From an optimization exercise on the open Yosys and OpenROAD flow, aimed at small area; shortcuts taken in it are not production practice.
Only simulation tests tie the RTL to the original design; equivalence was not proved.
Power and IR drop assume default switching activity.

## flow/design.v (module list and top-level ports; edited modules follow where they fit)
// module call_stack: 132 lines
// module ras_predictor: 106 lines
// module bhistory_table: 44 lines
// module pqGshare_bpredictor: 147 lines
// module static_bpredictor: 50 lines
// module fetch_unit: 191 lines
// module opfwd_control: 104 lines
// module rf_rdctl: 25 lines
// module bram_dp_r2w1: 39 lines
// module regfile: 25 lines
// module decode_unit: 317 lines
// module exu_branch_unit: 158 lines
// module alu: 53 lines
// module loadstore_unit: 68 lines
// module execution_unit: 276 lines
// module memory_access_unit: 108 lines
// module writeback_unit: 127 lines
// module pqr5_core_top: 417 lines
module pqr5_core_top #(
   parameter PC_INIT         = 32'h0000_0000,           
   parameter IS_RF_ON_BRAM   = 0,     
   parameter EN_BPREDICT_DYN = 1,   
   parameter BHT_IDW         = 8,           
   parameter BHT_TYPE        = "flops",          
   parameter BHT_BIAS        = 2'b10,          
   parameter GHRW            = (8+2),              
   parameter EN_RAS          = 1,            
   parameter RAS_DPT         = 8            
)
(   
   input  logic             clk                 ,   
   input  logic             aresetn             ,   
   input  logic             i_ext_stall         ,   
   output logic [32-1:0] o_imem_pc           ,   
   output logic             o_imem_pc_valid     ,   
   input  logic             i_imem_stall        ,   
   input  logic [32-1:0] i_imem_pc           ,   
   input  logic [32-1:0] i_imem_pkt          ,   
   input  logic             i_imem_pkt_valid    ,   
   output logic             o_imem_stall        ,   
   output logic             o_imem_flush        ,   
   output logic             o_dmem_wen          ,   
   output logic [32-1:0] o_dmem_addr         ,   
   output logic [1:0]       o_dmem_size         ,   
   output logic [32-1:0] o_dmem_wdata        ,   
   output logic             o_dmem_req          ,   
   input  logic             i_dmem_stall        ,   
   output logic             o_dmem_flush        ,   
   input  logic [32-1:0] i_dmem_rdata        ,   
   input  logic             i_dmem_ack          ,   
   output logic             o_dmem_stall            
);
  // ...
==> flow/run.sh <==
#!/bin/bash
# synth_recipe.tcl (not shown) runs the flow's synth.tcl, then flattens the netlist and writes it again
# the make line also repeats each setting of config.mk as NAME=value (left out here)
make -C /OpenROAD-flow-scripts/flow DESIGN_CONFIG=/design/flow/config.mk WORK_HOME=/design/flow/orfs CLKGATE_MAP_FILE= SYNTH_SCRIPT=/design/flow/synth_recipe.tcl finish
==> flow/config.mk <==
export PLATFORM = sky130hd
export DESIGN_NAME = pqr5_core_top
export DESIGN_NICKNAME = pqr5_core_top
export VERILOG_FILES = /design/flow/design.v
export SDC_FILE = /design/flow/constraint.sdc
export NUM_CORES = 4
export LEC_CHECK = 0
export CAP_MARGIN = 35
export CORE_MARGIN = 2
export CORE_UTILIZATION = 40
export CTS_CLUSTER_DIAMETER = 100
export CTS_CLUSTER_SIZE = 20
export PLACE_DENSITY = 0.6
export SLEW_MARGIN = 35
==> flow/constraint.sdc <==
create_clock -name core_clock -period 10.0 [get_ports {clk}]
set_input_delay 2.0000 -clock core_clock [delete_from_list [all_inputs] [get_ports {clk}]]
set_output_delay 2.0000 -clock core_clock [all_outputs]
set_load 0.01 [all_outputs]
==> impl_metrics.yaml, run 1 <==
status:
  status: "complete, no violations"
power:
  p_sw_frac: 0.3696
  peakVddDrop_mv: 0.1877
logic_synthesis:
  synthXorXnorAreaFrac: 0.02023
  synth_top_area_frac: 0.4317
  synth_edf_count: 1662
  seq_area_frac_synth: 0.5634
  synth_top_family_by_area: "compound AO/OA/AOI/OAI gates"
  synth_ff_type: "edfxtp_1"
  syn-instance-count: 10070
  ys_types: 101
  synthAdderAreaFrac: 0.01914
  synth_compound_area_frac: 0.1631
worst_setup_path:
  r2r-end: "inst_execution_unit.addr_rg[3]"
  rr_worst_depth: 29
  cp_top_family: "simple AND/OR/NAND/NOR gates"
  endpoint: "inst_execution_unit.addr_rg[3]"
sta:
  clock-skew-final_ns: 0.07205
  clock.fmax_mhz: 107.3
placed_design:
  finalWeightedCongestion: 1.082
grt:
  grt_use_met2: 0.5470
  first_global_vias: 94165
  grt_pass1_wl_um: 801700
  gr-total-overflow: 0
detailed_routing:
  drtAntennaViolNets: 0
  drt_wl_total_um: 598200
final_layout:
  n_fill_cell: 26198
==> module call_stack, before the edit <==
module call_stack #(
   parameter  DPT   = 8  ,          
   parameter  DW    = 32 ,          
   localparam PTRW  = $clog2(DPT)   
)(
   input  logic            clk         ,   
   input  logic            aresetn     ,   
   input  logic            i_rbk_en       ,   
   input  logic [PTRW-1:0] i_rbk_ptr      ,   
   input  logic            i_rbk_full     ,   
   input  logic            i_rbk_incr_ptr ,   
   input  logic [1:0]      i_spec_state   ,   
   output logic [PTRW-1:0] o_stack_ptr ,   
   input  logic            i_push_en   ,   
   input  logic [DW-1:0]   i_push_data ,   
   output logic            o_full      ,   
   output logic            o_alm_full  ,   
   input  logic            i_pop_en    ,   
   output logic [DW-1:0]   o_pop_data  ,   
   output logic            o_empty         
);
localparam [PTRW:0] MAX_CNT = 2**(PTRW);
logic [DW-1:0]   stack [DPT];       
logic [PTRW-1:0] top_ptr_ff;        
logic [PTRW-1:0] top_ptr_m1;        
logic [PTRW-1:0] wr_ptr;            
logic            wr_en;             
logic [DW-1:0]   wr_data;           
logic [PTRW:0]   count_ff;          
logic            push_en, pop_en;   
logic [DW-1:0]   spare_buff[2];     
logic [PTRW-1:0] rbk_ptr_p1;
logic [PTRW-1:0] top_ptr_post_rbk;
always_ff @(posedge clk or negedge aresetn) begin
   if (!aresetn) begin
      top_ptr_ff <= '0 ;
      count_ff   <= '0 ;
   end  
   else if (i_rbk_en) begin
      top_ptr_ff <= top_ptr_post_rbk ;
      count_ff   <= i_rbk_full? MAX_CNT : {1'b0, top_ptr_post_rbk} ;   
   end
   else begin
      if      (push_en) top_ptr_ff <= top_ptr_ff + 1 ;   
      else if (pop_en)  top_ptr_ff <= top_ptr_ff - 1 ;   
      if      (push_en && !o_full) count_ff <= count_ff + 1 ;   
      else if (pop_en)             count_ff <= count_ff - 1 ;   
   end
end
assign rbk_ptr_p1       = i_rbk_ptr + 1 ;
assign top_ptr_post_rbk = i_rbk_incr_ptr? rbk_ptr_p1 : i_rbk_ptr ;
logic rbk_en_ff    ;   
logic rbk_en_gated ;   
logic rbk_en_extnd ;   
logic rbk_cyc_ff   ;   
logic is_rbk_2cyc;
assign is_rbk_2cyc = (i_spec_state == 2'b10);   
always_ff @(posedge clk or negedge aresetn) begin
   if (!aresetn) begin
      rbk_en_ff  <= 1'b0;
      rbk_cyc_ff <= 1'b0;
   end  
   else begin
      rbk_en_ff  <= is_rbk_2cyc? i_rbk_en : 1'b0 ;   
      rbk_cyc_ff <= i_rbk_en? 1'b1 : 1'b0 ;          
   end 
end
assign rbk_en_gated = i_rbk_en && (i_spec_state != 2'b00);   
assign rbk_en_extnd = rbk_en_gated | rbk_en_ff ;             
logic [PTRW-1:0] curr_rbk_ptr;            
logic            curr_rbk_sbuff_addr;     
logic [DW-1:0]   curr_rbk_sbuff;          
logic [PTRW-1:0] nxt_rbk_ptr_ff;          
logic            nxt_rbk_sbuff_addr_ff;   
always_comb begin
   if (~rbk_cyc_ff) begin
      case (i_spec_state)
         2'b01  : begin curr_rbk_ptr = i_rbk_ptr+0; curr_rbk_sbuff_addr = 1'b0; end
         2'b10  : begin curr_rbk_ptr = i_rbk_ptr+0; curr_rbk_sbuff_addr = 1'b1; end
         2'b11  : begin curr_rbk_ptr = i_rbk_ptr-1; curr_rbk_sbuff_addr = 1'b0; end
         default: begin curr_rbk_ptr = i_rbk_ptr+0; curr_rbk_sbuff_addr = 1'b0; end
      endcase  
   end
   else begin
      curr_rbk_ptr        = nxt_rbk_ptr_ff        ;
      curr_rbk_sbuff_addr = nxt_rbk_sbuff_addr_ff ;
   end 
end
assign curr_rbk_sbuff = spare_buff[curr_rbk_sbuff_addr];
always_ff @(posedge clk or negedge aresetn) begin
   if (!aresetn) begin
      nxt_rbk_ptr_ff        <= '0 ;
      nxt_rbk_sbuff_addr_ff <= '0 ;
   end  
   else if (i_rbk_en) begin
      nxt_rbk_ptr_ff        <= is_rbk_2cyc? rbk_ptr_p1 : nxt_rbk_ptr_ff ;   
      nxt_rbk_sbuff_addr_ff <= 1'b0 ;   
   end
end
always_ff @(posedge clk) begin
   if (wr_en) stack[wr_ptr] <= wr_data;
end
always_comb begin
   if (rbk_en_extnd) begin
      wr_ptr  = curr_rbk_ptr  ; 
      wr_data = curr_rbk_sbuff;
   end
   else begin
      wr_ptr  = top_ptr_ff ;
      wr_data = i_push_data;  
   end
end
assign wr_en = rbk_en_extnd | push_en ;   
assign top_ptr_m1 = top_ptr_ff-1 ;
logic [PTRW-1:0] rd_ptr ;
logic [DW-1:0]   rd_data ;
assign rd_ptr     = push_en ? wr_ptr : top_ptr_m1 ;
assign rd_data    = stack[rd_ptr] ;
assign o_pop_data = rd_data ;
assign push_en     = i_push_en           ;   
assign pop_en      = i_pop_en & ~o_empty ;   
assign o_full     = (count_ff[PTRW] == 1'b1);   
assign o_empty    = (count_ff == 0);
assign o_alm_full = &count_ff[PTRW-1:0];   
always_ff @(posedge clk) begin
   if (push_en && !i_rbk_en) begin
      spare_buff[0] <= rd_data;
      spare_buff[1] <= spare_buff[0];
   end
end
assign o_stack_ptr = top_ptr_ff ;
endmodule
==> module ras_predictor, before the edit <==
module ras_predictor #(
   parameter  ST_DPT   = 8,         
   parameter  ST_DW    = 32,            
   localparam ST_PTRW  = $clog2(ST_DPT)    
)(
   input  logic               clk           ,   
   input  logic               aresetn       ,   
   input  logic               i_st_rbk_en       ,   
   input  logic [ST_PTRW-1:0] i_st_rbk_ptr      ,   
   input  logic               i_st_rbk_full     ,   
   input  logic               i_st_rbk_incr_ptr ,   
   input  logic               i_is_call_fu        ,   
   input  logic               i_is_call_du        ,   
   input  logic               i_is_ret_taken_du   ,   
   input  logic [32-1:0]   i_pc          ,   
   input  logic               i_stall       ,   
   input  logic               i_is_call     ,   
   input  logic               i_is_ret      ,   
   input  logic               i_instr_valid ,   
   output logic [ST_PTRW-1:0] o_st_snap_ptr ,   
   output logic               o_st_snap_full,   
   output logic [32-1:0]   o_ret_addr    ,   
   output logic               o_ret_taken   ,   
   output logic               o_flush           
);
logic               is_call_valid       ;   
logic               is_ret_valid        ;   
logic               ret_taken           ;   
logic               ret_taken_rg        ;   
logic               ras_flush_rg        ;   
logic [32-1:0]   ret_addr_on_call    ;   
logic [32-1:0]   ret_addr_on_ret     ;   
logic [32-1:0]   ret_addr_on_ret_rg  ;   
logic               push_en, pop_en     ;   
logic               st_full,st_empty    ;   
logic               st_alm_full         ;   
logic [ST_PTRW-1:0] curr_st_ptr         ;   
logic [1:0]         cpu_spec_state      ;   
call_stack #(
   .DPT (ST_DPT),
   .DW  (ST_DW)
)  inst_call_stack (
   .clk            (clk),
   .aresetn        (aresetn),
   .i_rbk_en       (i_st_rbk_en),
   .i_rbk_ptr      (i_st_rbk_ptr),
   .i_rbk_full     (i_st_rbk_full),
   .i_rbk_incr_ptr (i_st_rbk_incr_ptr),
   .i_spec_state   (cpu_spec_state),
   .o_stack_ptr    (curr_st_ptr),
   .i_push_en      (push_en),
   .i_push_data    (ret_addr_on_call),
   .o_full         (st_full),
   .o_alm_full     (st_alm_full),
   .i_pop_en       (pop_en),
   .o_pop_data     (ret_addr_on_ret),
   .o_empty        (st_empty)
);
assign is_call_valid    = i_is_call & i_instr_valid ;
assign is_ret_valid     = i_is_ret  & i_instr_valid ;
assign push_en          = is_call_valid  & ~i_stall & ~ras_flush_rg ;
assign pop_en           = is_ret_valid   & ~i_stall & ~ras_flush_rg ;
assign ret_addr_on_call = i_pc + 32'(4);   
always_comb begin
   if   (i_is_ret_taken_du && i_is_call_fu) cpu_spec_state = 2'b11;
   else                                     cpu_spec_state = {1'b0, i_is_call_du} + {1'b0, i_is_call_fu};
end
logic [ST_PTRW-1:0] curr_st_ptr_p1;
logic [ST_PTRW-1:0] curr_st_ptr_m1;
always_ff @(posedge clk or negedge aresetn) begin
   if (!aresetn) begin
      o_st_snap_ptr <= '0;
      o_st_snap_full<= 1'b0;
   end
   else if (!i_stall) begin 
      o_st_snap_ptr <= i_is_call? curr_st_ptr_p1 : (ret_taken? curr_st_ptr_m1 : curr_st_ptr);
      o_st_snap_full<= i_is_call? st_alm_full : st_full ;
   end
end
assign curr_st_ptr_p1 = curr_st_ptr + 1;
assign curr_st_ptr_m1 = curr_st_ptr - 1;
always_ff @(posedge clk or negedge aresetn) begin
   if (!aresetn) begin
      ret_taken_rg       <= '0;
   end
   else if (!i_stall) begin 
      ret_taken_rg       <= ret_taken       ;   
   end
end
always_ff @(posedge clk) begin
   if (!i_stall) ret_addr_on_ret_rg <= ret_addr_on_ret ;   
end
assign o_ret_addr  = ret_addr_on_ret_rg ;
assign o_ret_taken = ret_taken_rg       ;
assign ret_taken   = (is_ret_valid && !st_empty);   
always_ff @(posedge clk or negedge aresetn) begin
   if (!aresetn) begin
      ras_flush_rg <= 1'b0;
   end
   else begin
      if      (ras_flush_rg) begin ras_flush_rg <= 1'b0      ; end   
      else if (!i_stall)     begin ras_flush_rg <= ret_taken ; end   
   end
end
assign o_flush = ras_flush_rg ;
endmodule
==> module bhistory_table, before the edit <==
module bhistory_table#(
   parameter  TGT    = "flops" ,
   parameter  DPT    = 64      ,
   parameter  RSTVAL = 2'b10   ,
   localparam ADW    = $clog2(DPT),
   localparam DPT_2N = 2**ADW
)
(
   input  logic           clk       ,
   input  logic           aresetn   ,
   input  logic           i_wren    ,
   input  logic [ADW-1:0] i_waddr   ,
   input  logic [1:0]     i_wdata   ,
   input  logic           i_rden0  ,
   input  logic [ADW-1:0] i_raddr0 ,
   output logic [1:0]     o_rdata0 ,
   input  logic           i_rden1  ,
   input  logic [ADW-1:0] i_raddr1 ,
   output logic [1:0]     o_rdata1
);
logic [DPT_2N-1:0][1:0] ram ;
logic [1:0] rdata0_rg, rdata1_rg ;
always_ff @(posedge clk or negedge aresetn) begin
   if (!aresetn) begin
      ram <= '0;
   end else begin
      for (integer i=0; i<DPT_2N; i=i+1) begin
         if (i_wren && (i_waddr == i[ADW-1:0])) ram[i] <= i_wdata ^ RSTVAL ;
      end
   end
end
always_ff @(posedge clk) begin
   if (i_rden0) begin
      rdata0_rg <= ram[i_raddr0];
   end
end
always_ff @(posedge clk) begin
   if (i_rden1) begin
      rdata1_rg <= ram[i_raddr1];
   end
end
assign o_rdata0 = rdata0_rg ^ RSTVAL ;
assign o_rdata1 = rdata1_rg ^ RSTVAL ;
endmodule
==> module fetch_unit, before the edit <==
module fetch_unit #(
   parameter PC_INIT         = 32'h0000_0000        ,
   parameter EN_BPREDICT_DYN = 1,
   parameter BHT_IDW         = 8        ,
   parameter BHT_TYPE        = "flops"       ,
   parameter BHT_BIAS        = 2'b10       ,
   parameter GHRW            = (8+2)           ,
   parameter EN_RAS          = 1         ,
   parameter RAS_DPT         = 8        ,
   localparam BPCW           = BHT_IDW+2       ,
   localparam RPTW           = $clog2(RAS_DPT)
)
(
   input  logic             clk                ,
   input  logic             aresetn            ,
   output logic [32-1:0] o_imem_pc          ,
   output logic             o_imem_pc_valid    ,
   input  logic             i_imem_stall       ,
   input  logic [32-1:0] i_imem_pc          ,
   input  logic [32-1:0] i_imem_pkt         ,
   input  logic             i_imem_pkt_valid   ,
   output logic             o_imem_stall       ,
   output logic             o_imem_flush       ,
   output logic [32-1:0] o_du_pc            ,
   output logic [32-1:0] o_du_instr         ,
   output logic             o_du_br_taken      ,
   output logic [BHT_IDW-1:0] o_du_ghr_snapshot,   
   input  logic             i_ras_rbk_en       ,
   input  logic [RPTW-1:0]  i_ras_rbk_ptr      ,
   input  logic             i_ras_rbk_full     ,
   input  logic             i_ras_rbk_incr_ptr ,
   input  logic             i_du_is_call       ,
   input  logic             i_du_is_ret_taken  ,
   output logic             o_du_is_call       ,
   output logic [32-1:0] o_du_ras_ret_addr  ,
   output logic             o_du_ras_ret_taken ,
   output logic [RPTW-1:0]  o_du_ras_snap_ptr  ,
   output logic             o_du_ras_snap_full ,
   output logic             o_du_bubble        ,
   input  logic             i_du_stall         ,
   input  logic             i_exu_bp_upd_ghr   ,
   input  logic             i_exu_bp_upd_bht   ,
   input  logic [BPCW-1:0]  i_exu_bp_idx_pc    ,
   input  logic [BHT_IDW-1:0] i_exu_bp_idx_ghr ,   
   input  logic             i_exu_bp_sts_btaken,
   input  logic             i_exu_bu_flush     ,
   input  logic [32-1:0] i_exu_bu_pc
);
logic [32-1:0] pc_rg           ;
logic             pc_valid_rg     ;
logic             pc_rst_flag_rg  ;
logic [32-1:0] nxt_pc          ;
logic [32-1:0] instr_rg        ;
logic             instr_valid_rg  ;
logic [32-1:0] instr_pc_rg     ;
logic             branch_taken    ;
logic             bp_flush        ;
logic [32-1:0] branch_pc       ;
logic [32-1:0] instr           ;
logic             instr_valid     ;
logic [32-1:0] instr_pc        ;
logic [6:0]       op              ;
logic [2:0]       funct3          ;
logic [32-1:0] immJ, immB      ;
logic             is_op_jal       ;
logic             is_op_branch    ;
logic             is_call, is_ret ;
logic             is_call_rg      ;
logic [32-1:0] ras_ret_addr    ;
logic             ras_ret_taken   ;
logic             ras_flush       ;
logic             stall           ;
logic             flush           ;
logic             bu_or_ras_flush ;
logic             bu_or_bp_flush  ;
logic             bp_or_ras_flush ;
always_ff @(posedge clk) begin
   if      (i_exu_bu_flush) begin pc_rg <= i_exu_bu_pc ; end
   else if (bp_flush)       begin pc_rg <= branch_pc   ; end
   else if (ras_flush)      begin pc_rg <= ras_ret_addr; end
   else if (!i_imem_stall)  begin pc_rg <= nxt_pc      ; end
end
always_ff @(posedge clk or negedge aresetn) begin
   if (!aresetn) begin
      pc_valid_rg    <= 1'b0 ;
      pc_rst_flag_rg <= 1'b1 ;
   end
   else begin
      if (!i_imem_stall) begin pc_valid_rg    <= 1'b1 ; end
      if (!i_imem_stall) begin pc_rst_flag_rg <= 1'b0 ; end
   end
end
assign nxt_pc = pc_rst_flag_rg ? PC_INIT : (pc_rg + 32'(4)) ;
always_ff @(posedge clk) begin
   if (!stall) begin
      instr_rg    <= i_imem_pkt ;
      instr_pc_rg <= i_imem_pc  ;
   end
end
always_ff @(posedge clk or negedge aresetn) begin
   if (!aresetn) begin
      instr_valid_rg <= 1'b0 ;
   end
   else begin
      if      (flush)                     begin instr_valid_rg <= 1'b0 ; end
      else if (bp_or_ras_flush && !stall) begin instr_valid_rg <= 1'b0 ; end
      else if (!stall)                    begin instr_valid_rg <= i_imem_pkt_valid ; end
   end
end
pqGshare_bpredictor#(
   .GHRW     (GHRW),
   .BHT_IDW  (BHT_IDW),
   .BHT_TYPE (BHT_TYPE),
   .BHT_BIAS (BHT_BIAS)
) inst_pqGshare_bpredictor (
   .clk            (clk)          ,
   .aresetn        (aresetn)      ,
   .i_req_pc       (instr_pc)     ,
   .i_stall        (stall)        ,
   .i_is_op_jal    (is_op_jal)    ,
   .i_is_op_branch (is_op_branch) ,
   .i_instr_valid  (instr_valid & ~bu_or_ras_flush),
   .o_pred_btaken  (branch_taken) ,
   .o_ghr_snapshot (o_du_ghr_snapshot),
   .o_flush        (bp_flush)     ,
   .i_upd_ghr      (i_exu_bp_upd_ghr),
   .i_upd_bht      (i_exu_bp_upd_bht),
   .i_upd_idx_pc   (i_exu_bp_idx_pc) ,
   .i_upd_idx_ghr  (i_exu_bp_idx_ghr),
   .i_actual_btaken(i_exu_bp_sts_btaken)
);
logic [6:0]       op_rg ;
logic [32-1:0] br_offset ;
assign op_rg = instr_rg[6:0] ;
always_comb begin
   if      (op_rg == OP_JAL)    br_offset = {{(32-20){instr_rg[31]}}, instr_rg[19:12], instr_rg[20], instr_rg[30:21], 1'b0} ;
   else if (op_rg == OP_BRANCH) br_offset = {{(32-12){instr_rg[31]}}, instr_rg[7], instr_rg[30:25], instr_rg[11:8], 1'b0} ;
   else                         br_offset = '0 ;
end
assign branch_pc = instr_pc_rg + br_offset ;
ras_predictor #(
   .ST_DPT (RAS_DPT),
   .ST_DW  (32)
)  inst_ras_predictor (
   .clk               (clk),
   .aresetn           (aresetn),
   .i_st_rbk_en       (i_ras_rbk_en),
   .i_st_rbk_ptr      (i_ras_rbk_ptr),
   .i_st_rbk_full     (i_ras_rbk_full),
   .i_st_rbk_incr_ptr (i_ras_rbk_incr_ptr),
   .i_is_call_fu      (is_call_rg & instr_valid_rg),
   .i_is_call_du      (i_du_is_call),
   .i_is_ret_taken_du (i_du_is_ret_taken),
   .i_pc              (instr_pc),
   .i_stall           (stall),
   .i_is_call         (is_call),
   .i_is_ret          (is_ret),
   .i_instr_valid     (instr_valid & ~bu_or_bp_flush),
   .o_st_snap_ptr     (o_du_ras_snap_ptr),
   .o_st_snap_full    (o_du_ras_snap_full),
   .o_ret_addr        (ras_ret_addr),
   .o_ret_taken       (ras_ret_taken),
   .o_flush           (ras_flush)
);
assign is_call = ((op == OP_JALR) || (op == OP_JAL)) && (instr[11:7] == 5'd1);
assign is_ret  =  (op == OP_JALR) && (instr[19:15] == 5'd1) && (instr[11:7] == 5'd0);
assign is_call_rg = ((op_rg == OP_JALR) || (op_rg == OP_JAL)) && (instr_rg[11:7] == 5'd1);
assign instr        = i_imem_pkt        ;
assign instr_valid  = i_imem_pkt_valid  ;
assign instr_pc     = i_imem_pc         ;
assign op           = instr[6:0]        ;
assign funct3       = instr[14:12]      ;
assign is_op_jal    = (op == OP_JAL)    ;
assign is_op_branch = (op == OP_BRANCH) && (funct3 != 3'b010) && (funct3 != 3'b011) ;
assign stall           = i_du_stall & instr_valid_rg ;
assign o_imem_stall    = stall ;
assign flush           = i_exu_bu_flush             ;
assign bu_or_ras_flush = flush    | ras_flush       ;
assign bu_or_bp_flush  = flush    | bp_flush        ;
assign bp_or_ras_flush = bp_flush | ras_flush       ;
assign o_imem_flush    = flush    | bp_or_ras_flush ;
assign o_imem_pc          = pc_rg          ;
assign o_imem_pc_valid    = pc_valid_rg    ;
assign o_du_pc            = instr_pc_rg    ;
assign o_du_instr         = instr_rg       ;
assign o_du_br_taken      = branch_taken   ;
assign o_du_bubble        = ~instr_valid_rg ;
assign o_du_is_call       = is_call_rg     ;
assign o_du_ras_ret_addr  = ras_ret_addr   ;
assign o_du_ras_ret_taken = ras_ret_taken  ;
endmodule
==> module regfile, before the edit <==
module regfile (
   input  logic             clk        ,   
   input  logic [4:0]       i_rs0_addr ,   
   output logic [32-1:0] o_rs0_data ,   
   input  logic [4:0]       i_rs1_addr ,   
   output logic [32-1:0] o_rs1_data ,   
   input  logic             i_wren     ,   
   input  logic [4:0]       i_rdt_addr ,   
   input  logic [32-1:0] i_rdt_data     
);
logic [32-1:0] reg_file [1:31] ;
always_ff @(posedge clk) begin
   if (i_wren) begin
      reg_file[i_rdt_addr] <= i_rdt_data ;
   end
end
always_comb begin
   o_rs0_data = '0 ;
   o_rs1_data = '0 ;
   for (int i = 1; i < 32; i++) begin
      if (i_rs0_addr == 5'(i)) o_rs0_data = reg_file[i] ;
      if (i_rs1_addr == 5'(i)) o_rs1_data = reg_file[i] ;
   end
end
endmodule
==> module decode_unit, before the edit <==
module decode_unit #(
   parameter PC_INIT = 32'h0000_0000,   
   parameter GHRW    = (8+2),      
   parameter RPTW    = ($clog2(8))       
)
(
   input  logic             clk                ,   
   input  logic             aresetn            ,   
   input  logic [32-1:0] i_fu_pc            ,   
   input  logic [32-1:0] i_fu_instr         ,   
   input  logic             i_fu_br_taken      ,   
   input  logic [GHRW-1:0]  i_fu_ghr_snapshot  ,   
   input  logic             i_fu_is_call       ,   
   input  logic [32-1:0] i_fu_ras_ret_addr  ,   
   input  logic             i_fu_ras_ret_taken ,   
   input  logic [RPTW-1:0]  i_fu_ras_snap_ptr  ,   
   input  logic             i_fu_ras_snap_full ,   
   input  logic             i_fu_bubble        ,   
   output logic             o_fu_stall         ,   
   output logic             o_rf_rden          ,   
   output logic [4:0]       o_rf_rs0           ,   
   output logic [4:0]       o_rf_rs1           ,   
   input  logic             i_exu_bu_flush     ,   
   output logic             o_exu_bu_br_taken  ,   
   output logic [GHRW-1:0]  o_exu_ghr_snapshot ,   
   output logic [32-1:0] o_exu_pc           ,   
   output logic             o_exu_bubble       ,   
   output logic             o_exu_pkt_valid    ,   
   input  logic             i_exu_stall        ,   
   output logic             o_exu_is_call      ,   
   output logic [32-1:0] o_exu_ras_ret_addr ,   
   output logic             o_exu_ras_ret_taken,   
   output logic [RPTW-1:0]  o_exu_ras_snap_ptr ,   
   output logic             o_exu_ras_snap_full,   
   output logic             o_exu_is_alu_op    ,   
   output logic [3:0]       o_exu_alu_opcode   ,   
   output logic [4:0]       o_exu_rs0          ,   
   output logic [4:0]       o_exu_rs0_cpy_ff   ,   
   output logic [4:0]       o_exu_rs1          ,   
   output logic [4:0]       o_exu_rs1_cpy_ff   ,   
   output logic [4:0]       o_exu_rdt          ,   
   output logic             o_exu_rdt_not_x0   ,   
   output logic [2:0]       o_exu_funct3       ,   
   output logic             o_exu_is_r_type    ,   
   output logic             o_exu_is_i_type    ,   
   output logic             o_exu_is_s_type    ,   
   output logic             o_exu_is_b_type    ,   
   output logic             o_exu_is_u_type    ,   
   output logic             o_exu_is_rsb       ,   
   output logic             o_exu_is_risb      ,   
   output logic             o_exu_is_riuj      ,   
   output logic             o_exu_is_jalr      ,   
   output logic             o_exu_is_j_or_jalr ,   
   output logic             o_exu_is_load      ,   
   output logic             o_exu_is_lui       ,   
   output logic [11:0]      o_exu_i_type_imm   ,   
   output logic [11:0]      o_exu_s_type_imm   ,   
   output logic [11:0]      o_exu_b_type_imm   ,   
   output logic [19:0]      o_exu_u_type_imm       
);
logic [4:0]       rf_reg_src0         ;   
logic [4:0]       rf_reg_src1         ;   
logic [6:0]       fu_opcode           ;   
logic [2:0]       fu_funct3           ;   
logic [6:0]       fu_funct7           ;   
logic [5:0]       instr_type          ;   
logic [5:0]       instr_type_rg       ;   
logic             is_rsb              ;   
logic             is_rsb_rg           ;   
logic             is_risb             ;   
logic             is_risb_rg          ;   
logic             is_jal              ;   
logic             is_jalr             ;   
logic             is_jalr_rg          ;   
logic             is_j_or_jalr        ;   
logic             is_j_or_jalr_rg     ;   
logic             is_load             ;   
logic             is_load_rg          ;   
logic             is_alur             ;   
logic             is_alui             ;   
logic             is_alui_rg          ;   
logic             is_lui              ;   
logic             is_lui_rg           ;   
logic             is_auipc            ;   
logic             is_lui_or_auipc     ;   
logic             is_sli_sri          ;   
logic             is_illegal          ;   
logic             is_alu_op           ;   
logic             is_alu_op_rg        ;   
logic [3:0]       alu_opcode          ;   
logic [3:0]       alu_opcode_rg       ;   
logic             is_r_type           ;   
logic             is_i_type           ;   
logic             is_s_type           ;   
logic             is_b_type           ;   
logic             is_u_type           ;   
logic             is_j_type           ;   
logic [4:0]       reg_src0, reg_src1  ;   
logic [4:0]       reg_dest            ;   
logic [6:0]       du_opcode           ;   
logic [2:0]       funct3              ;   
logic [6:0]       funct7              ;   
logic [32-1:0] du_pc_rg            ;   
logic [32-1:0] du_instr_rg         ;   
logic             du_bubble_rg        ;   
logic             du_pkt_valid_rg     ;   
logic             du_br_taken_rg      ;   
logic             stall               ;   
logic             du_stall_ext        ;   
logic             flush               ;   
always_ff @(posedge clk or negedge aresetn) begin
   if (!aresetn) begin
      instr_type_rg   <= 6'b000000 ;   
      is_risb_rg      <= 1'b0 ; 
      is_rsb_rg       <= 1'b0 ;
      is_jalr_rg      <= 1'b0 ;
      is_j_or_jalr_rg <= 1'b0 ;
      is_load_rg      <= 1'b0 ;
      is_lui_rg       <= 1'b0 ;
      is_alui_rg      <= 1'b0 ;
   end
   else begin 
      if (!stall) begin
         instr_type_rg   <= instr_type   ;
         is_risb_rg      <= is_risb      ;
         is_rsb_rg       <= is_rsb       ;
         is_jalr_rg      <= is_jalr      ;
         is_j_or_jalr_rg <= is_j_or_jalr ;
         is_load_rg      <= is_load      ; 
         is_alui_rg      <= is_alui      ; 
         is_lui_rg       <= is_lui       ;
      end                   
   end
end
always_comb begin
   case (fu_opcode)  
      OP_ALU    : begin 
                     instr_type = 6'b100000    ;   
                     is_risb    = ~i_fu_bubble ;
                     is_rsb     = ~i_fu_bubble ; 
                  end
      OP_JALR,
      OP_LOAD,
      OP_ALUI   : begin 
                     instr_type = 6'b010000    ;   
                     is_risb    = ~i_fu_bubble ; 
                     is_rsb     = 1'b0         ; 
                  end
      OP_STORE  : begin 
                     instr_type = 6'b001000    ;   
                     is_risb    = ~i_fu_bubble ; 
                     is_rsb     = ~i_fu_bubble ;
                  end
      OP_BRANCH : begin 
                     instr_type = 6'b000100    ;   
                     is_risb    = ~i_fu_bubble ; 
                     is_rsb     = ~i_fu_bubble ; 
                  end
      OP_LUI,
      OP_AUIPC  : begin 
                     instr_type = 6'b000010    ;   
                     is_risb    = 1'b0         ; 
                     is_rsb     = 1'b0         ; 
                  end
      OP_JAL    : begin 
                     instr_type = 6'b000001    ;   
                     is_risb    = 1'b0         ; 
                     is_rsb     = 1'b0         ;
                  end
      default   : begin 
                     instr_type = 6'b000000    ;   
                     is_risb    = 1'b0         ; 
                     is_rsb     = 1'b0         ; 
                  end  
   endcase
end
assign is_jal          = (fu_opcode == OP_JAL)  ;
assign is_jalr         = (fu_opcode == OP_JALR) ;
assign is_j_or_jalr    = (is_jal || is_jalr)    ;
assign is_load         = (fu_opcode == OP_LOAD) ;
assign is_alur         = (fu_opcode == OP_ALU)  ;
assign is_alui         = (fu_opcode == OP_ALUI) ;
assign is_lui          = (fu_opcode == OP_LUI)  ;
assign is_auipc        = (fu_opcode == OP_AUIPC);
assign is_lui_or_auipc = (is_lui || is_auipc)   ;
assign is_sli_sri      = (fu_funct3 == F3_SLLX || fu_funct3 == F3_SRXX);
assign is_illegal      = ~|(instr_type);
always_ff @(posedge clk or negedge aresetn) begin
   if (!aresetn) begin
      is_alu_op_rg  <= 1'b0 ;
      alu_opcode_rg <= '0   ;
   end
   else begin 
      if (!stall) begin
         is_alu_op_rg  <= is_alu_op  ;
         alu_opcode_rg <= alu_opcode ;
      end 
   end
end
assign is_alu_op  = (is_alur || is_alui || is_lui_or_auipc);
always_comb begin
   case ({is_lui_or_auipc, (is_alui && !is_sli_sri)})
      2'b10   : alu_opcode = ALU_ADD ;                    
      2'b01   : alu_opcode = {fu_funct3, 1'b0} ;          
      default : alu_opcode = {fu_funct3, fu_funct7[5]};   
   endcase
end
always_ff @(posedge clk) begin
   if (!stall) begin du_pc_rg <= i_fu_pc ; end   
end
always_ff @(posedge clk) begin
   if (!stall) begin du_instr_rg <= i_fu_instr ; end   
end
always_ff @(posedge clk or negedge aresetn) begin
   if      (!aresetn) begin du_bubble_rg <= 1'b1        ; end
   else if (flush)    begin du_bubble_rg <= 1'b1        ; end   
   else if (!stall)   begin du_bubble_rg <= i_fu_bubble ; end   
end
assign du_pkt_valid_rg = ~du_bubble_rg ;   
always_ff @(posedge clk or negedge aresetn) begin
   if      (!aresetn) begin du_br_taken_rg <= 1'b0          ; end
   else if (!stall)   begin du_br_taken_rg <= i_fu_br_taken ; end   
end
logic [GHRW-1:0] du_ghr_snapshot_rg ;   
always_ff @(posedge clk) begin
   if (!stall) begin du_ghr_snapshot_rg <= i_fu_ghr_snapshot ; end   
end
logic             du_is_call_rg      ;   
logic [32-1:0] du_ras_ret_addr_rg ;   
logic             du_ras_ret_taken_rg;   
logic [RPTW-1:0]  du_ras_snap_ptr_rg ;   
logic             du_ras_snap_full_rg;   
always_ff @(posedge clk or negedge aresetn) begin
   if (!aresetn) begin
      du_is_call_rg       <= 1'b0;
      du_ras_ret_taken_rg <= 1'b0;
      du_ras_snap_ptr_rg  <= '0  ;
      du_ras_snap_full_rg <= 1'b0;
   end
   else if (!stall) begin   
      du_is_call_rg       <= i_fu_is_call       ;
      du_ras_ret_taken_rg <= i_fu_ras_ret_taken ;
      du_ras_snap_ptr_rg  <= i_fu_ras_snap_ptr  ;
      du_ras_snap_full_rg <= i_fu_ras_snap_full ;           
   end
end
always_ff @(posedge clk) begin
   if (!stall) du_ras_ret_addr_rg <= i_fu_ras_ret_addr ;   
end
always_ff @(posedge clk or negedge aresetn) begin
   if (!aresetn) begin 
      o_exu_rs0_cpy_ff <= '0; 
      o_exu_rs1_cpy_ff <= '0;
   end 
   else if (!stall)   begin
      o_exu_rs0_cpy_ff <= i_fu_instr[19:15]; 
      o_exu_rs1_cpy_ff <= i_fu_instr[24:20]; 
   end
end
assign stall        = i_exu_stall & du_pkt_valid_rg ;   
assign du_stall_ext = stall        ;
assign o_fu_stall   = du_stall_ext ;   
assign flush = i_exu_bu_flush ;   
assign fu_opcode  = i_fu_instr[6:0]    ;
assign fu_funct3  = i_fu_instr[14:12]  ;
assign fu_funct7  = i_fu_instr[31:25]  ;
assign reg_src0   = du_instr_rg[19:15] ;
assign reg_src1   = du_instr_rg[24:20] ;
assign reg_dest   = du_instr_rg[11:7]  ;
assign du_opcode  = du_instr_rg[6:0]   ;
assign is_r_type  = instr_type_rg[5]   ;
assign is_i_type  = instr_type_rg[4]   ;
assign is_s_type  = instr_type_rg[3]   ;
assign is_b_type  = instr_type_rg[2]   ;
assign is_u_type  = instr_type_rg[1]   ;
assign is_j_type  = instr_type_rg[0]   ;
assign funct3     = du_instr_rg[14:12] ;
assign funct7     = du_instr_rg[31:25] ;
assign o_rf_rden   = ~i_fu_bubble      ;   
assign rf_reg_src0 = i_fu_instr[19:15] ; 
assign rf_reg_src1 = i_fu_instr[24:20] ;
assign o_rf_rs0    = rf_reg_src0       ;   
assign o_rf_rs1    = rf_reg_src1       ;   
assign o_exu_pc           = du_pc_rg        ;
assign o_exu_bubble       = du_bubble_rg    ;
assign o_exu_pkt_valid    = du_pkt_valid_rg ;
assign o_exu_bu_br_taken  = du_br_taken_rg  ;
assign o_exu_ghr_snapshot = du_ghr_snapshot_rg ;
assign o_exu_is_alu_op    = is_alu_op_rg  ;
assign o_exu_alu_opcode   = alu_opcode_rg ;
assign o_exu_rs0          = reg_src0      ;
assign o_exu_rs1          = reg_src1      ;
assign o_exu_rdt          = reg_dest      ;
assign o_exu_rdt_not_x0   = |reg_dest     ;
assign o_exu_funct3       = funct3        ;
assign o_exu_is_r_type    = is_r_type  ;
assign o_exu_is_i_type    = is_i_type  ;
assign o_exu_is_s_type    = is_s_type  ;
assign o_exu_is_b_type    = is_b_type  ;
assign o_exu_is_u_type    = is_u_type  ;
assign o_exu_is_rsb       = is_rsb_rg  ;
assign o_exu_is_risb      = is_risb_rg ; 
assign o_exu_is_riuj      = is_r_type | is_i_type | is_u_type | is_j_type ;   
assign o_exu_is_jalr      = is_jalr_rg ;
assign o_exu_is_j_or_jalr = is_j_or_jalr_rg ;
assign o_exu_is_load      = is_load_rg ;
assign o_exu_is_lui       = is_lui_rg  ;
assign o_exu_is_call      = du_is_call_rg       ;
assign o_exu_ras_ret_addr = du_ras_ret_addr_rg  ;
assign o_exu_ras_ret_taken= du_ras_ret_taken_rg ;
assign o_exu_ras_snap_ptr = du_ras_snap_ptr_rg  ;
assign o_exu_ras_snap_full= du_ras_snap_full_rg ;
assign o_exu_i_type_imm   = {du_instr_rg[31:20]}                                                       ;
assign o_exu_s_type_imm   = {du_instr_rg[31:25], du_instr_rg[11:7]}                                    ;
assign o_exu_b_type_imm   = {du_instr_rg[31], du_instr_rg[7], du_instr_rg[30:25], du_instr_rg[11:8]}   ;
assign o_exu_u_type_imm   = {du_instr_rg[31:12]}                                                       ;
endmodule
==> module execution_unit, before the edit <==
module execution_unit #(
   parameter PC_INIT         = 32'h0000_0000,
   parameter GHRW            = (8+2) ,
   parameter BPCW            = 8+2,
   parameter RPTW            = ($clog2(8))
)
(
   input  logic             clk                 ,
   input  logic             aresetn             ,
   input  logic [32-1:0] i_op0               ,
   input  logic [32-1:0] i_op1               ,
   output logic             o_exu_bu_flush      ,
   output logic [32-1:0] o_exu_bu_pc         ,
   input  logic             i_exu_bu_pred_btaken,
   input  logic [GHRW-1:0]  i_du_ghr_snapshot   ,
   output logic             o_bp_upd_ghr        ,
   output logic             o_bp_upd_bht        ,
   output logic [BPCW-1:0]  o_bp_idx_pc         ,
   output logic [GHRW-1:0]  o_bp_idx_ghr        ,
   output logic             o_bp_sts_btaken     ,
   input  logic [32-1:0] i_du_pc             ,
   input  logic             i_du_bubble         ,
   input  logic             i_du_pkt_valid      ,
   output logic             o_du_stall          ,
   input  logic             i_du_is_call        ,
   input  logic [32-1:0] i_du_ras_ret_addr   ,
   input  logic             i_du_ras_ret_taken  ,
   input  logic [RPTW-1:0]  i_du_ras_snap_ptr   ,
   input  logic             i_du_ras_snap_full  ,
   output logic             o_ras_rbk_en        ,
   output logic [RPTW-1:0]  o_ras_rbk_ptr       ,
   output logic             o_ras_rbk_full      ,
   output logic             o_ras_rbk_incr_ptr  ,
   input  logic             i_du_is_alu_op      ,
   input  logic [3:0]       i_du_alu_opcode     ,
   input  logic [4:0]       i_du_rs0            ,
   input  logic [4:0]       i_du_rs1            ,
   input  logic [4:0]       i_du_rdt            ,
   input  logic             i_du_rdt_not_x0     ,
   input  logic [2:0]       i_du_funct3         ,
   input  logic             i_du_is_r_type      ,
   input  logic             i_du_is_i_type      ,
   input  logic             i_du_is_s_type      ,
   input  logic             i_du_is_b_type      ,
   input  logic             i_du_is_riuj        ,
   input  logic             i_du_is_jalr        ,
   input  logic             i_du_is_jal_or_jalr ,
   input  logic             i_du_is_load        ,
   input  logic [11:0]      i_du_i_type_imm     ,
   input  logic [11:0]      i_du_s_type_imm     ,
   input  logic [11:0]      i_du_b_type_imm     ,
   output logic             o_maccu_is_riuj     ,
   output logic [2:0]       o_maccu_funct3      ,
   output logic             o_maccu_bubble      ,
   input  logic             i_maccu_stall       ,
   output logic [4:0]       o_maccu_rdt_addr    ,
   output logic [32-1:0] o_maccu_rdt_data    ,
   output logic             o_maccu_rdt_not_x0  ,
   output logic             o_maccu_is_macc_op  ,
   output logic             o_maccu_macc_cmd    ,
   output logic [32-1:0] o_maccu_macc_addr   ,
   output logic [1:0]       o_maccu_macc_size   ,
   output logic [32-1:0] o_maccu_macc_data
);
logic             stall          ;
logic             flush          ;
logic             is_pipe_inlock ;
logic             du_bubble      ;
logic             exu_bubble     ;
logic             sub_mode ;
logic [32-1:0] immS, immB ;
logic [32-1:0] add_b ;
logic [32:0]   sum_full ;
logic [32-1:0] sum ;
logic             ltu, lts, eq ;
assign immS     = {{(32-12){i_du_s_type_imm[11]}}, i_du_s_type_imm} ;
assign immB     = {{(32-12){i_du_b_type_imm[11]}}, i_du_b_type_imm[10:0], 1'b0} ;
assign sub_mode = i_du_is_b_type | (i_du_is_alu_op & ((i_du_alu_opcode == ALU_SUB) | (i_du_alu_opcode[3:2] == 2'b01))) ;
assign add_b    = i_du_is_s_type ? immS : (sub_mode ? ~i_op1 : i_op1) ;
assign sum_full = {1'b0, i_op0} + {1'b0, add_b} + {{32{1'b0}}, sub_mode} ;
assign sum      = sum_full[32-1:0] ;
assign ltu      = ~sum_full[32] ;
assign lts      = (i_op0[32-1] ^ i_op1[32-1]) ? i_op0[32-1] : sum[32-1] ;
assign eq       = (sum == '0) ;
logic             shl ;
logic [32-1:0] sh_in, sh_out, sh_res ;
logic [2*32-1:0] sh_ext ;
assign shl = (i_du_alu_opcode[3:1] == 3'b001) ;
always_comb begin
   for (int i = 0; i < 32; i++) sh_in[i] = shl ? i_op0[32-1-i] : i_op0[i] ;
end
assign sh_ext = {{32{i_du_alu_opcode[0] & ~shl & i_op0[32-1]}}, sh_in} ;
assign sh_out = sh_ext[i_op1[4:0] +: 32] ;
always_comb begin
   for (int i = 0; i < 32; i++) sh_res[i] = shl ? sh_out[32-1-i] : sh_out[i] ;
end
logic [32-1:0] alu_result ;
always_comb begin
   casez (i_du_alu_opcode)
      ALU_ADD  : alu_result = sum ;
      ALU_SUB  : alu_result = sum ;
      ALU_SLT  : alu_result = {{32-1{1'b0}}, lts} ;
      ALU_SLTU : alu_result = {{32-1{1'b0}}, ltu} ;
      ALU_XOR  : alu_result = i_op0 ^ i_op1 ;
      ALU_OR   : alu_result = i_op0 | i_op1 ;
      ALU_AND  : alu_result = i_op0 & i_op1 ;
      default  : alu_result = sh_res ;   
   endcase
end
logic             branch_taken ;
logic             b_taken ;
logic [32-1:0] pc_add ;
logic [32-1:0] jalr_addr ;
logic             is_ras_pred_true ;
logic             is_ras_mispred ;
always_comb begin
   case (i_du_funct3)
      F3_BEQ  : b_taken =  eq  ;
      F3_BNE  : b_taken = ~eq  ;
      F3_BLT  : b_taken =  lts ;
      F3_BGE  : b_taken = ~lts ;
      F3_BLTU : b_taken =  ltu ;
      F3_BGEU : b_taken = ~ltu ;
      default : b_taken = 1'b0 ;
   endcase
end
always_comb begin
   case ({i_du_is_jal_or_jalr, i_du_is_b_type})
      2'b10   : branch_taken = 1'b1    ;
      2'b01   : branch_taken = b_taken ;
      default : branch_taken = 1'b0    ;
   endcase
end
logic [32-1:0] pc_plus_4, pc_plus_immB ;
assign pc_plus_4    = i_du_pc + 32'(4) ;
assign pc_plus_immB = i_du_pc + immB ;
assign pc_add       = (i_du_is_b_type & b_taken) ? pc_plus_immB : pc_plus_4 ;
assign jalr_addr = {sum[32-1:1], 1'b0} ;
assign is_ras_pred_true = (i_du_ras_ret_addr == jalr_addr) ;
assign is_ras_mispred   = i_du_ras_ret_taken & ~is_ras_pred_true ;
logic [32-1:0] store_data ;
always_comb begin
   case (i_du_funct3[1:0])
      BYTE    : store_data = i_op1[7:0]  << (8 * sum[$clog2(32/8)-1:0]) ;
      HWORD   : store_data = i_op1[15:0] << (8 * sum[$clog2(32/8)-1:0]) ;
      default : store_data = i_op1 ;
   endcase
end
logic [32-1:0] res_rg  ;
logic [32-1:0] addr_rg ;
logic             lsu_bubble_rg ;
logic             mem_cmd_rg ;
logic             exu_bubble_rg ;
logic             exu_is_riuj_rg ;
logic [2:0]       exu_funct3_rg ;
logic [4:0]       exu_rdt_rg ;
logic             branch_taken_rg ;
logic             bp_branch_taken_rg ;
logic             ovr_bp_sts_btaken_rg ;
logic             en_branch_comp_rg ;
logic [RPTW-1:0]  ras_rbk_ptr_rg ;
logic             ras_rbk_full_rg ;
logic             ras_rbk_incr_ptr_rg ;
logic             upd_ghr, upd_ghr_ff ;
logic             upd_bht, upd_bht_ff ;
logic             is_legal_branch ;
logic [GHRW-1:0]  bp_idx_ghr_rg ;
logic             lsu_bubble ;
assign du_bubble  = i_du_bubble | flush | is_pipe_inlock ;
assign lsu_bubble = (i_du_is_load || i_du_is_s_type) ? du_bubble : 1'b1 ;
always_comb begin
   case ({i_du_is_jal_or_jalr, i_du_is_alu_op, i_du_is_s_type, i_du_is_load})
      4'b1000,
      4'b0100,
      4'b0010,
      4'b0001 : exu_bubble = du_bubble ;
      default : exu_bubble = 1'b1      ;
   endcase
end
always_ff @(posedge clk) begin
   if (!stall) begin
      res_rg  <= i_du_is_jal_or_jalr ? pc_plus_4 : (i_du_is_s_type ? store_data : alu_result) ;
      addr_rg <= (i_du_is_load | i_du_is_s_type | i_du_is_jalr) ? {sum[32-1:1], sum[0] & ~i_du_is_jalr} : pc_add ;
      bp_idx_ghr_rg <= i_du_ghr_snapshot ;
   end
end
always_ff @(posedge clk or negedge aresetn) begin
   if (!aresetn) begin
      exu_bubble_rg        <= 1'b1 ;
      lsu_bubble_rg        <= 1'b1 ;
      mem_cmd_rg           <= 1'b0 ;
      exu_is_riuj_rg       <= 1'b0 ;
      exu_funct3_rg        <= 3'h0 ;
      exu_rdt_rg           <= '0   ;
      branch_taken_rg      <= 1'b0 ;
      bp_branch_taken_rg   <= 1'b0 ;
      ovr_bp_sts_btaken_rg <= 1'b0 ;
      ras_rbk_ptr_rg       <= '0   ;
      ras_rbk_full_rg      <= 1'b0 ;
      ras_rbk_incr_ptr_rg  <= 1'b0 ;
   end
   else if (!stall) begin
      exu_bubble_rg        <= exu_bubble ;
      lsu_bubble_rg        <= lsu_bubble ;
      mem_cmd_rg           <= i_du_is_s_type ;
      exu_is_riuj_rg       <= i_du_is_riuj & ~exu_bubble ;
      exu_funct3_rg        <= i_du_funct3 ;
      exu_rdt_rg           <= i_du_rdt ;
      branch_taken_rg      <= branch_taken ;
      bp_branch_taken_rg   <= i_du_ras_ret_taken ? is_ras_pred_true : i_exu_bu_pred_btaken ;
      ovr_bp_sts_btaken_rg <= i_du_ras_ret_taken ;
      ras_rbk_ptr_rg       <= i_du_ras_snap_ptr ;
      ras_rbk_full_rg      <= i_du_ras_snap_full ;
      ras_rbk_incr_ptr_rg  <= is_ras_mispred ;
   end
end
always_ff @(posedge clk or negedge aresetn) begin
   if (!aresetn)      begin en_branch_comp_rg <= 1'b0 ; end
   else if (flush)    begin en_branch_comp_rg <= 1'b0 ; end
   else if (!stall)   begin en_branch_comp_rg <= ~du_bubble ; end
end
assign is_legal_branch = i_du_is_b_type && (i_du_funct3 != 3'b010) && (i_du_funct3 != 3'b011) ;
assign upd_ghr = (i_du_is_jal_or_jalr || is_legal_branch) & ~du_bubble ;
assign upd_bht = is_legal_branch & ~du_bubble ;
always_ff @(posedge clk or negedge aresetn) begin
   if (!aresetn) begin
      upd_ghr_ff <= 1'b0 ;
      upd_bht_ff <= 1'b0 ;
   end
   else begin
      upd_ghr_ff <= stall ? 1'b0 : upd_ghr ;
      upd_bht_ff <= stall ? 1'b0 : upd_bht ;
   end
end
assign flush = (branch_taken_rg ^ bp_branch_taken_rg) & en_branch_comp_rg ;
logic       is_src_eq_dest ;
logic       is_du_rs0_eq_exu_rdt, is_du_rs1_eq_exu_rdt ;
logic       exu_rdt_not_x0 ;
assign exu_rdt_not_x0       = |exu_rdt_rg ;
assign is_du_rs0_eq_exu_rdt = (i_du_rs0 == exu_rdt_rg) ;
assign is_du_rs1_eq_exu_rdt = (i_du_rs1 == exu_rdt_rg) ;
always_comb begin
   case ({i_du_is_r_type, i_du_is_i_type, i_du_is_s_type, i_du_is_b_type})
      4'b1000 ,
      4'b0010 ,
      4'b0001 : is_src_eq_dest = (is_du_rs0_eq_exu_rdt | is_du_rs1_eq_exu_rdt) && exu_rdt_not_x0 ;
      4'b0100 : is_src_eq_dest = is_du_rs0_eq_exu_rdt && exu_rdt_not_x0 ;
      default : is_src_eq_dest = 1'b0 ;
   endcase
end
assign is_pipe_inlock = ~lsu_bubble_rg & ~mem_cmd_rg & i_du_pkt_valid & is_src_eq_dest ;
assign stall      = i_maccu_stall ;
assign o_du_stall = stall | is_pipe_inlock ;
assign o_exu_bu_flush     = flush ;
assign o_exu_bu_pc        = addr_rg ;
assign o_bp_upd_ghr       = upd_ghr_ff ;
assign o_bp_upd_bht       = upd_bht_ff ;
assign o_bp_idx_pc        = '0 ;   
assign o_bp_idx_ghr       = bp_idx_ghr_rg ;
assign o_bp_sts_btaken    = ovr_bp_sts_btaken_rg ? 1'b1 : branch_taken_rg ;
assign o_ras_rbk_en       = flush ;
assign o_ras_rbk_ptr      = ras_rbk_ptr_rg ;
assign o_ras_rbk_full     = ras_rbk_full_rg ;
assign o_ras_rbk_incr_ptr = ras_rbk_incr_ptr_rg ;
assign o_maccu_is_riuj    = exu_is_riuj_rg ;
assign o_maccu_funct3     = exu_funct3_rg ;
assign o_maccu_bubble     = exu_bubble_rg ;
assign o_maccu_rdt_addr   = exu_rdt_rg ;
assign o_maccu_rdt_data   = res_rg ;
assign o_maccu_rdt_not_x0 = exu_rdt_not_x0 ;
assign o_maccu_is_macc_op = ~lsu_bubble_rg ;
assign o_maccu_macc_cmd   = mem_cmd_rg ;
assign o_maccu_macc_addr  = addr_rg ;
assign o_maccu_macc_size  = exu_funct3_rg[1:0] ;
assign o_maccu_macc_data  = res_rg ;
endmodule
==> run 2: changes to the inputs <==
--- a/flow/design.v
+++ b/flow/design.v
@@ -167,5 +167,8 @@
 logic [DW-1:0]   rd_data ;
 assign rd_ptr     = push_en ? wr_ptr : top_ptr_m1 ;
-assign rd_data    = stack[rd_ptr] ;
+always_comb begin
+   rd_data = '0 ;
+   for (int i = 0; i < DPT; i++) rd_data = rd_data | (stack[i] & {DW{rd_ptr == PTRW'(i)}}) ;
+end
 assign o_pop_data = rd_data ;
 assign push_en     = i_push_en           ;   
@@ -204,5 +207,6 @@
    output logic               o_st_snap_full,   
    output logic [32-1:0]   o_ret_addr    ,   
-   output logic               o_ret_taken   ,   
+   output logic               o_ret_taken   ,
+   output logic               o_ret_taken_c ,   
    output logic               o_flush           
 );
@@ -271,8 +275,6 @@
    end
 end
-always_ff @(posedge clk) begin
-   if (!i_stall) ret_addr_on_ret_rg <= ret_addr_on_ret ;   
-end
-assign o_ret_addr  = ret_addr_on_ret_rg ;
+assign o_ret_addr  = ret_addr_on_ret ;
+assign o_ret_taken_c = ret_taken ;
 assign o_ret_taken = ret_taken_rg       ;
 assign ret_taken   = (is_ret_valid && !st_empty);   
@@ -310,21 +312,28 @@
 logic [DPT_2N-1:0][1:0] ram ;
 logic [1:0] rdata0_rg, rdata1_rg ;
-always_ff @(posedge clk or negedge aresetn) begin
-   if (!aresetn) begin
-      ram <= '0;
-   end else begin
-      for (integer i=0; i<DPT_2N; i=i+1) begin
-         if (i_wren && (i_waddr == i[ADW-1:0])) ram[i] <= i_wdata ^ RSTVAL ;
-      end
+logic [1:0] wdata_enc ;
+assign wdata_enc = aresetn ? (i_wdata ^ RSTVAL) : 2'b00 ;
+always_ff @(posedge clk) begin
+   for (integer i=0; i<DPT_2N; i=i+1) begin
+      if (!aresetn || (i_wren && (i_waddr == i[ADW-1:0]))) ram[i] <= wdata_enc ;
+   end
+end
+logic [1:0] rd0, rd1 ;
+always_comb begin
+   rd0 = '0 ;
+   rd1 = '0 ;
+   for (integer i=0; i<DPT_2N; i=i+1) begin
+      rd0 = rd0 | (ram[i] & {2{i_raddr0 == i[ADW-1:0]}}) ;
+      rd1 = rd1 | (ram[i] & {2{i_raddr1 == i[ADW-1:0]}}) ;
    end
 end
 always_ff @(posedge clk) begin
    if (i_rden0) begin
-      rdata0_rg <= ram[i_raddr0];
+      rdata0_rg <= rd0;
    end
 end
 always_ff @(posedge clk) begin
    if (i_rden1) begin
-      rdata1_rg <= ram[i_raddr1];
+      rdata1_rg <= rd1;
    end
 end
@@ -599,4 +608,5 @@
 logic             is_call_rg      ;
 logic [32-1:0] ras_ret_addr    ;
+logic             ras_ret_taken_c ;
 logic             ras_ret_taken   ;
 logic             ras_flush       ;
@@ -609,5 +619,5 @@
    if      (i_exu_bu_flush) begin pc_rg <= i_exu_bu_pc ; end
    else if (bp_flush)       begin pc_rg <= branch_pc   ; end
-   else if (ras_flush)      begin pc_rg <= ras_ret_addr; end
+   else if (ras_flush)      begin pc_rg <= instr_pc_rg ; end   
    else if (!i_imem_stall)  begin pc_rg <= nxt_pc      ; end
 end
@@ -626,5 +636,5 @@
    if (!stall) begin
       instr_rg    <= i_imem_pkt ;
-      instr_pc_rg <= i_imem_pc  ;
+      instr_pc_rg <= ras_ret_taken_c ? ras_ret_addr : i_imem_pc ;   
    end
 end
@@ -692,4 +702,5 @@
    .o_ret_addr        (ras_ret_addr),
    .o_ret_taken       (ras_ret_taken),
+   .o_ret_taken_c     (ras_ret_taken_c),
    .o_flush           (ras_flush)
 );
@@ -713,10 +724,17 @@
 assign o_imem_pc          = pc_rg          ;
 assign o_imem_pc_valid    = pc_valid_rg    ;
-assign o_du_pc            = instr_pc_rg    ;
+logic [32-1:0] instr_pc_p4 ;
+assign instr_pc_p4 = instr_pc_rg + 32'(4) ;
+always_comb begin
+   if      (op_rg == OP_JAL)                     o_du_pc = instr_pc_p4 ;
+   else if (op_rg == OP_JALR && !ras_ret_taken)  o_du_pc = instr_pc_p4 ;
+   else if (op_rg == OP_BRANCH)                  o_du_pc = branch_taken ? instr_pc_p4 : branch_pc ;
+   else                                          o_du_pc = instr_pc_rg ;
+end
 assign o_du_instr         = instr_rg       ;
 assign o_du_br_taken      = branch_taken   ;
 assign o_du_bubble        = ~instr_valid_rg ;
 assign o_du_is_call       = is_call_rg     ;
-assign o_du_ras_ret_addr  = ras_ret_addr   ;
+assign o_du_ras_ret_addr  = instr_pc_rg    ;   
 assign o_du_ras_ret_taken = ras_ret_taken  ;
 endmodule
@@ -910,6 +928,6 @@
    o_rs1_data = '0 ;
    for (int i = 1; i < 32; i++) begin
-      if (i_rs0_addr == 5'(i)) o_rs0_data = reg_file[i] ;
-      if (i_rs1_addr == 5'(i)) o_rs1_data = reg_file[i] ;
+      o_rs0_data = o_rs0_data | (reg_file[i] & {32{i_rs0_addr == 5'(i)}}) ;
+      o_rs1_data = o_rs1_data | (reg_file[i] & {32{i_rs1_addr == 5'(i)}}) ;
    end
 end
@@ -1026,34 +1044,10 @@
 logic             du_stall_ext        ;   
 logic             flush               ;   
-always_ff @(posedge clk or negedge aresetn) begin
-   if (!aresetn) begin
-      instr_type_rg   <= 6'b000000 ;   
-      is_risb_rg      <= 1'b0 ; 
-      is_rsb_rg       <= 1'b0 ;
-      is_jalr_rg      <= 1'b0 ;
-      is_j_or_jalr_rg <= 1'b0 ;
-      is_load_rg      <= 1'b0 ;
-      is_lui_rg       <= 1'b0 ;
-      is_alui_rg      <= 1'b0 ;
-   end
-   else begin 
-      if (!stall) begin
-         instr_type_rg   <= instr_type   ;
-         is_risb_rg      <= is_risb      ;
-         is_rsb_rg       <= is_rsb       ;
-         is_jalr_rg      <= is_jalr      ;
-         is_j_or_jalr_rg <= is_j_or_jalr ;
-         is_load_rg      <= is_load      ; 
-         is_alui_rg      <= is_alui      ; 
-         is_lui_rg       <= is_lui       ;
-      end                   
-   end
-end
 always_comb begin
    case (fu_opcode)  
       OP_ALU    : begin 
                      instr_type = 6'b100000    ;   
-                     is_risb    = ~i_fu_bubble ;
-                     is_rsb     = ~i_fu_bubble ; 
+                     is_risb    = 1'b1 ;
+                     is_rsb     = 1'b1 ; 
                   end
       OP_JALR,
@@ -1061,16 +1055,16 @@
       OP_ALUI   : begin 
                      instr_type = 6'b010000    ;   
-                     is_risb    = ~i_fu_bubble ; 
+                     is_risb    = 1'b1 ; 
                      is_rsb     = 1'b0         ; 
                   end
       OP_STORE  : begin 
                      instr_type = 6'b001000    ;   
-                     is_risb    = ~i_fu_bubble ; 
-                     is_rsb     = ~i_fu_bubble ;
+                     is_risb    = 1'b1 ; 
+                     is_rsb     = 1'b1 ;
                   end
       OP_BRANCH : begin 
                      instr_type = 6'b000100    ;   
-                     is_risb    = ~i_fu_bubble ; 
-                     is_rsb     = ~i_fu_bubble ; 
+                     is_risb    = 1'b1 ; 
+                     is_rsb     = 1'b1 ; 
                   end
       OP_LUI,
@@ -1103,16 +1097,4 @@
 assign is_sli_sri      = (fu_funct3 == F3_SLLX || fu_funct3 == F3_SRXX);
 assign is_illegal      = ~|(instr_type);
-always_ff @(posedge clk or negedge aresetn) begin
-   if (!aresetn) begin
-      is_alu_op_rg  <= 1'b0 ;
-      alu_opcode_rg <= '0   ;
-   end
-   else begin 
-      if (!stall) begin
-         is_alu_op_rg  <= is_alu_op  ;
-         alu_opcode_rg <= alu_opcode ;
-      end 
-   end
-end
 assign is_alu_op  = (is_alur || is_alui || is_lui_or_auipc);
 always_comb begin
@@ -1134,5 +1116,15 @@
    else if (!stall)   begin du_bubble_rg <= i_fu_bubble ; end   
 end
-assign du_pkt_valid_rg = ~du_bubble_rg ;   
+assign du_pkt_valid_rg = ~du_bubble_rg ;
+assign instr_type_rg   = instr_type   ;
+assign is_risb_rg      = is_risb      ;
+assign is_rsb_rg       = is_rsb       ;
+assign is_jalr_rg      = is_jalr      ;
+assign is_j_or_jalr_rg = is_j_or_jalr ;
+assign is_load_rg      = is_load      ;
+assign is_alui_rg      = is_alui      ;
+assign is_lui_rg       = is_lui       ;
+assign is_alu_op_rg    = is_alu_op    ;
+assign alu_opcode_rg   = alu_opcode   ;   
 always_ff @(posedge clk or negedge aresetn) begin
    if      (!aresetn) begin du_br_taken_rg <= 1'b0          ; end
@@ -1162,7 +1154,4 @@
    end
 end
-always_ff @(posedge clk) begin
-   if (!stall) du_ras_ret_addr_rg <= i_fu_ras_ret_addr ;   
-end
 always_ff @(posedge clk or negedge aresetn) begin
    if (!aresetn) begin 
@@ -1179,7 +1168,7 @@
 assign o_fu_stall   = du_stall_ext ;   
 assign flush = i_exu_bu_flush ;   
-assign fu_opcode  = i_fu_instr[6:0]    ;
-assign fu_funct3  = i_fu_instr[14:12]  ;
-assign fu_funct7  = i_fu_instr[31:25]  ;
+assign fu_opcode  = du_instr_rg[6:0]   ;   
+assign fu_funct3  = du_instr_rg[14:12] ;
+assign fu_funct7  = du_instr_rg[31:25] ;
 assign reg_src0   = du_instr_rg[19:15] ;
 assign reg_src1   = du_instr_rg[24:20] ;
@@ -1224,5 +1213,5 @@
 assign o_exu_is_lui       = is_lui_rg  ;
 assign o_exu_is_call      = du_is_call_rg       ;
-assign o_exu_ras_ret_addr = du_ras_ret_addr_rg  ;
+assign o_exu_ras_ret_addr = du_pc_rg  ;   
 assign o_exu_ras_ret_taken= du_ras_ret_taken_rg ;
 assign o_exu_ras_snap_ptr = du_ras_snap_ptr_rg  ;
@@ -1649,8 +1638,5 @@
    endcase
 end
-logic [32-1:0] pc_plus_4, pc_plus_immB ;
-assign pc_plus_4    = i_du_pc + 32'(4) ;
-assign pc_plus_immB = i_du_pc + immB ;
-assign pc_add       = (i_du_is_b_type & b_taken) ? pc_plus_immB : pc_plus_4 ;
+assign pc_add = i_du_pc ;
 assign jalr_addr = {sum[32-1:1], 1'b0} ;
 assign is_ras_pred_true = (i_du_ras_ret_addr == jalr_addr) ;
@@ -1697,5 +1683,5 @@
 always_ff @(posedge clk) begin
    if (!stall) begin
-      res_rg  <= i_du_is_jal_or_jalr ? pc_plus_4 : (i_du_is_s_type ? store_data : alu_result) ;
+      res_rg  <= i_du_is_jal_or_jalr ? i_du_pc : (i_du_is_s_type ? store_data : alu_result) ;
       addr_rg <= (i_du_is_load | i_du_is_s_type | i_du_is_jalr) ? {sum[32-1:1], sum[0] & ~i_du_is_jalr} : pc_add ;
       bp_idx_ghr_rg <= i_du_ghr_snapshot ;
==> impl_metrics.yaml, run 2 <==
logic_synthesis:
  synth_top_area_frac: 0.5923
  syn-instance-count: 8830
  synth_warnings: 18
  synth_ff_type: "edfxtp_1"
  synth_top_cell_by_area: "edfxtp_1"
  seq_area_frac_synth: 0.6109
  syn_area_per_cell_um2: 12.15
  synth_nets: 9075
  synth.most_common_cell: "edfxtp_1"
  synth_edf_count: 2117
  ys_types: 108
placed_design:
  portBuffers: 206
  dp.cells: 12407
  hpwl_um: 363300
  place_area_mm2: 0.1163
  finalWeightedCongestion: 1.066
sta:
  clock.fmax_mhz: 110.9
  period_share: 0.9018
  tightest_slew_ns: 1.099
  drv_slew: 0
  tns_ns: 0
  clock-skew-final_ns: 0.07123
detailed_routing:
  drtIter0Drc: 19820
  drc_errors: 0
  first_pass_iters: 13
  drtAntennaViolNets: 0
  drt_wl_total_um: 557300
worst_setup_path:
  worstPathArrival_ns: 9.84
  cp_top_family: "simple AND/OR/NAND/NOR gates"
  path_buf_inv: 4
  cpMaxStageDelayCell: "edfxtp_1"
  cp.required_ns: 10.82
power:
  p_sw_frac: 0.3504
  power_leakage_nw: 41.94
  peakVddDrop_mv: 0.1318
die:
  start_util: 0.4013
  die_area_mm2: 0.2725
  die_w_um: 522.0
  core.rowCount: 190
  core_area_mm2: 0.2674
clocking:
  cts_resized: 0
  cts_sinks: 2198
  clock_path_buffers: 4
  cts_tree: "yes"
grt:
  grt_pass1_wl_um: 745100
  gr-total-overflow: 0
  first_global_vias: 86956
final_layout:
  fin_area_mm2: 0.1206
status:
  status: "complete, no violations"
run 2: changes by cell type after synthesis, moves of 151 or more:
cell / change
a21oi_1: -481
a22oi_1: +368
and3_1: +266
dfrtp_1: -529
edfxtp_1: +455
mux2i_1: -151
mux4_2: -254
nand2_1: -294
nor2_1: -623
run 2: path summary, 6_finish.rpt:
kind,from,endpoint,slack (ns),cells past startpoint
hold / removal,flop,inst_decode_unit.du_ghr_snapshot_rg[6],0.40,0
min in group asynchronous,aresetn,inst_fetch_unit.pc_valid_rg,0.98,1
max in group asynchronous,aresetn,inst_execution_unit.exu_funct3_rg[2],7.18,3
setup / recovery,inst_decode_unit.du_instr_rg[17],inst_execution_unit.bp_branch_taken_rg,0.98,25
setup reg to reg,inst_decode_unit.du_instr_rg[17],inst_execution_unit.bp_branch_taken_rg,0.98,25
hold reg to reg,flop,inst_decode_unit.du_ghr_snapshot_rg[6],0.40,0
run 2: per-layer routing:
metal / vias up / global-route usage / share of wire
li1: 35658 / - / -
met1: 46826 / 0.5072 / 0.35
met2: 9820 / 0.5450 / 0.40
met3: 2712 / 0.1601 / 0.16
met4: 44 / 0.2661 / 0.089
met5: - / 0.002282 / 0.00074
run 2: area by class of cell:
class                   count  area, um^2
clock buffers             168        3767
well taps                3552        4444
repair buffers            659        5986
inverters                 157       596.8
clock inverters            22       265.3
flip-flops and latches   2198       65560
fillers                 24196      146800
multi-input cells        5846       39890
diodes                     54       135.1
run 2: cells by family after synthesis:
| family | synth area share |
|---|---|
| AO/OA/AOI/OAI | 0.1747 |
| adder cells (fa/ha/maj) | 0.01683 |
| XOR/XNOR | 0.01812 |
| other | 0.00003494 |
| buffers and inverters | 0.02897 |
| multiplexers | 0.02741 |
| flip-flops | 0.6109 |
| AND/OR/NAND/NOR | 0.1230 |
run 2: per-stage QoR:
step                  util  hold slack, ns  worst slack (ns)
detailed placement  0.4349          0.4054             1.026
floorplan                -          0.3910             2.636
global placement    0.4328          0.4012            0.9804
finish              0.4511          0.4023            0.9819
global route        0.4506          0.4040            0.9116
CTS                 0.4499          0.3882             1.503
run 2: power groups by stage:
stage	clock (W)	sequential [W]	combinational, W
4_1_cts	0.00601	0.0116	0.00608
3_3_place_gp	0	0.0118	0.00600
3_5_place_dp	0	0.0118	0.00606
6_report	0.00605	0.0117	0.00644
2_1_floorplan	0	0.0115	0.00323
5_1_grt	0.00631	0.0117	0.00657
run 2: worst register-to-register path, stage by stage, from the launching register on:
cell and delay, ns:
edfxtp_1 0.79, buf_4 0.65, and3b_2 0.55, buf_4 0.43, and3_1 0.27, nor4_1 0.33, nand4_1 0.17, or4_1 0.61
nand3_1 0.23, inv_1 0.10, fa_1 0.46, inv_1 0.10, fa_1 0.20, nor2b_1 0.07, o31a_1 0.33, o221ai_1 0.46
a21oi_1 0.16, xnor2_1 0.74, xnor2_1 0.13, nor4_1 0.68, nand4_1 0.19, nor4_1 0.44, nand4_1 0.25, nor3_1 0.35
nand3_1 0.14, nand2_1 0.11

==> port drivers added, routing unchanged <==
How much do the figures lean on ideal ports? The routed layouts below were timed once more, with nothing changed but the port constraints. Step 1, drivers: a clkbuf_16 drives clk and a buf_2 each remaining input, both assumed. Step 2, shift: input delay + t, output delay - t, t = (earliest + latest rising clock arrival at the registers) / 2. This alone moves slack from input paths to output paths. Slacks: no drivers / after step 1 / after step 2; pairs: no drivers / after step 1.
run | t (ns) | slack for setup (ns) | worst setup path after step 2
run 1 | 0.985 | 0.680 / 0.680 / 0.415 | input to register
run 2 | 0.978 | 0.982 / 0.982 / 0.684 | input to register
After both steps setup and hold are still met in every run listed. The setup slack of run 2, which loses most, moves by 0.000 ns with the drivers and by -0.298 ns with both steps.
